This design comes from an exercise in tuning for small area and a short achievable clock period on the open sky130 flow, not from production work. The RTL was checked by simulation tests, not by an equivalence proof against the original design. Power and IR drop assume default switching activity.

run 1:
==> flow/design.v (excerpt) <==
module output_fifo (clk, reset, data_in, wr_en, capacity, AXIS_TDATA, AXIS_TVALID, AXIS_TREADY);
Size: ~2100 flip-flops, ~75000 sq um of cells after synthesis.
make LEC_CHECK=0 CAP_MARGIN=20 CORE_MARGIN=2 CORE_UTILIZATION=55 CTS_CLUSTER_DIAMETER=100 CTS_CLUSTER_SIZE=30 SETUP_SLACK_MARGIN=3 SLEW_MARGIN=20 finish   # period 5.5 ns
run.sh (not shown) runs the stock make flow with config.mk's settings and CLKGATE_MAP_FILE= SYNTH_SCRIPT=/design/flow/synth_recipe.tcl, a recipe that flattens the netlist after the stock synthesis.
Run 1 | stages: all done | timing, DRC, antenna: all pass
Modified inputs, run 2 compared to run 1
Settings: CTS_CLUSTER_SIZE changed from 30 to 24; CTS_CLUSTER_DIAMETER changed from 100 to 90; SETUP_SLACK_MARGIN changed from 3 to 3.2; TNS_END_PERCENT newly set to 5; CORE_UTILIZATION changed from 55 to 65.
==> comparison <==
- Per the comparison of run 2 with run 1, combinational fraction of design power held steady; area growth from synthesis to layout grew by 0.17 points; die span in x shrank by 7.9%.
- Status: area of all placed cells without fillers parity (run 2, run 1)
> inputs changed (run 2 -> run 3)
Settings: clearing TNS_END_PERCENT, which used to be 5; swapping 3.2 for 3 in SETUP_SLACK_MARGIN.
Findings:
Run 2 → run 3: total detailed-routing wirelength decreased by about 0.8% relative to the old numbers, global-route usage went down 0.60 points, smallest setup slack after layout dropped 0.11 ns, via density per instance has remained practically unchanged, placed standard-cell area essentially unchanged. Run 3 ended up with a higher period utilization than run 2 did. Re CTS sink count: no difference whatsoever between run 2 and run 3.

* * *

birch:
output_fifo, a different RTL version from the one above (not shown whole).
Size in the first run: ~4000 cells after synthesis, roughly 2100 flip-flops, roughly 76 I/O pins, about 0.076 mm² of cells after synthesis.
Settings: LEC_CHECK=0, CAP_MARGIN=20, CORE_MARGIN=2, CORE_UTILIZATION=65, CTS_CLUSTER_DIAMETER=90, CTS_CLUSTER_SIZE=24, SETUP_SLACK_MARGIN=3.2, SLEW_MARGIN=20, TNS_END_PERCENT=5; clock period 5.5 ns.
standard.sh (not shown) runs the stock make flow with config.mk's settings and CLKGATE_MAP_FILE= SYNTH_SCRIPT=/design/flow/synth_recipe.tcl, a recipe that flattens the netlist after the stock synthesis.
==> flow/flow/run.sh <==
#!/bin/bash
set -euo pipefail
bash standard.sh MATCH_CELL_FOOTPRINT=0 finish > standard_make.log 2>&1
No stage failed in birch, and the final checks on the layout all came back clean.
Inputs modified between birch and oak:
- swapping 24 for 27 in CTS_CLUSTER_SIZE
- swapping 3.2 for 3.3 in SETUP_SLACK_MARGIN
- swapping 90 for 95 in CTS_CLUSTER_DIAMETER
==> flow/flow/run.sh <==
#!/bin/bash
set -euo pipefail
bash standard.sh MATCH_CELL_FOOTPRINT=0 \
  "CTS_ARGS=-sink_clustering_enable -repair_clock_nets -sink_clustering_size 27 -sink_clustering_max_diameter 95 -dont_use_dummy_load" \
  finish > standard_make.log 2>&1
--- outcome ---
Last element of the critical path: AXIS_TDATA[29] -> birch, AXIS_TDATA[10] -> oak. oak vs. birch: switching power went down 0.00016 W, power after layout went down 2.6%, sequential share of layout area moved up. birch ended up with sky130_fd_sc_hd__dfxtp_4 as its highest-delay cell along the critical path; oak ended up with sky130_fd_sc_hd__dfxtp_2.

* * *

output_fifo again, from the RTL that the note above started with.
// output_fifo
module output_fifo (clk, reset, data_in, wr_en, capacity, AXIS_TDATA, AXIS_TVALID, AXIS_TREADY);
	parameter OUTW=32, DEPTH=64;
	localparam LOGDEPTH=$clog2(DEPTH);
	input clk, reset, wr_en, AXIS_TREADY;
	input [OUTW-1:0] data_in;
	output logic [OUTW-1:0] AXIS_TDATA;
	output logic AXIS_TVALID;
	output logic [($clog2(DEPTH+1))-1:0] capacity;
	logic [OUTW-1:0] sh [0:DEPTH-2];
	logic [OUTW-1:0] dq;          
	logic wq;                     
	logic [LOGDEPTH-1:0] r;       
	logic mz;                     
	logic [7:0] hi, lo;           
	wire pop = AXIS_TVALID & AXIS_TREADY;
	wire load = pop | ~AXIS_TVALID;       
	wire inc = wr_en & ~pop;
	wire dec = pop & ~wr_en;
	always_ff @(posedge clk) begin
		dq <= data_in;
		if (wq) begin
			sh[0] <= dq;
			for (int i = 1; i < DEPTH-1; i++)
				sh[i] <= sh[i-1];
		end
	end
	logic [OUTW-1:0] grp [0:7];
	logic [OUTW-1:0] rd;
	always_comb begin
		for (int g = 0; g < 8; g++) begin
			grp[g] = {OUTW{1'b0}};
			for (int j = 0; j < 8; j++)
				if (g*8+j < DEPTH-1)
					grp[g] = grp[g] | ({OUTW{lo[j]}} & sh[g*8+j]);
		end
		rd = {OUTW{1'b0}};
		for (int g = 0; g < 8; g++)
			rd = rd | ({OUTW{hi[g]}} & grp[g]);
		if (mz)
			rd = wq ? dq : data_in;
	end
	always_ff @(posedge clk)
		if (reset)
			AXIS_TDATA <= '0;
		else if (load)
			AXIS_TDATA <= rd;
	logic [LOGDEPTH-1:0] r_n;
	logic mz_n;
	logic up, dn;
	always_comb begin
		dn = load & ~mz;                  
		up = wq & ~(load & mz);           
		r_n = r;
  ...
make LEC_CHECK=0 CAP_MARGIN=20 CORE_MARGIN=2 CORE_UTILIZATION=65 CTS_CLUSTER_DIAMETER=90 CTS_CLUSTER_SIZE=24 SETUP_SLACK_MARGIN=3.2 SLEW_MARGIN=20 TNS_END_PERCENT=5 finish   # period 5.5 ns
run.sh (not shown) runs the stock make flow with config.mk's settings and CLKGATE_MAP_FILE= SYNTH_SCRIPT=/design/flow/synth_recipe.tcl, a recipe that flattens the netlist after the stock synthesis.
Stock flow here: none of the scripts above is used.
==> next run, changes <==
==> flow/flow/run.sh (new file) <==
#!/bin/bash
set -euo pipefail
bash standard.sh MATCH_CELL_FOOTPRINT=0 \
  "CTS_ARGS=-sink_clustering_enable -repair_clock_nets -sink_clustering_size 24 -sink_clustering_max_diameter 90 -dont_use_dummy_load" \
  finish > standard_make.log 2>&1
==> flow/standard.sh (new file) <==
#!/bin/bash
# synth_recipe.tcl (not shown) runs the flow's synth.tcl, then flattens the netlist and writes it again
# the make line also repeats each setting of config.mk as NAME=value (left out here)
make -C /OpenROAD-flow-scripts/flow DESIGN_CONFIG=/design/flow/config.mk WORK_HOME=/design/flow/orfs CLKGATE_MAP_FILE= SYNTH_SCRIPT=/design/flow/synth_recipe.tcl "${@:-finish}"
- SETUP_SLACK_MARGIN: 3.2 -> 3.35
removed: flow/run.sh
=> The changed run completed with no timing, DRC or antenna violations; global-route usage goes up by 0.57 points; first-iteration DRC count rises by 5.7%; count of clock-buffer cells in the layout falls by 24; core utilization increases by 0.13 points; maximum frequency increases by 2.2%.

## separate check: timing with driven ports
Ports are ideal in the flow. The routed layouts listed here were re-timed in OpenROAD. Step 1 (the two cells are an assumption about what drives the block):
set clk [get_ports {clk}]
set_driving_cell -lib_cell sky130_fd_sc_hd__clkbuf_16 $clk
set_driving_cell -lib_cell sky130_fd_sc_hd__buf_2 [delete_from_list [all_inputs] $clk]
Step 2 adds t to the input delays and takes it off the output delays; t is the mean of the earliest and latest rising clock arrival at the registers after step 1. Input paths then give back, and output paths get back, about the clock's delay inside the block. Three values: ideal, step 1, step 2; two values: the first two.
run | t, ns | slack for setup (ns) | worst hold slack (ns)
run 1 | 0.794 | 2.999 / 2.967 / 2.172 | 0.424 / 0.424 / 0.424
run 2 | 0.786 | 3.111 / 2.996 / 2.210 | 0.413 / 0.413 / 0.413
run 3 | 0.779 | 2.998 / 2.969 / 2.203 | 0.415 / 0.415 / 0.415
birch | 0.792 | 3.166 / 3.098 / 2.510 | 0.430 / 0.430 / 0.430
oak | 0.762 | 3.188 / 3.107 / 2.578 | 0.402 / 0.402 / 0.402
the first run of note 3 | 0.794 | 3.139 / 3.087 / 2.426 | 0.433 / 0.433 / 0.433
the second run of note 3 | 0.768 | 3.190 / 3.109 / 2.541 | 0.410 / 0.410 / 0.410
After both steps every run listed still meets setup and hold. The setup slack of run 2, which loses most, moves by -0.115 ns with the drivers and by -0.901 ns with both steps.
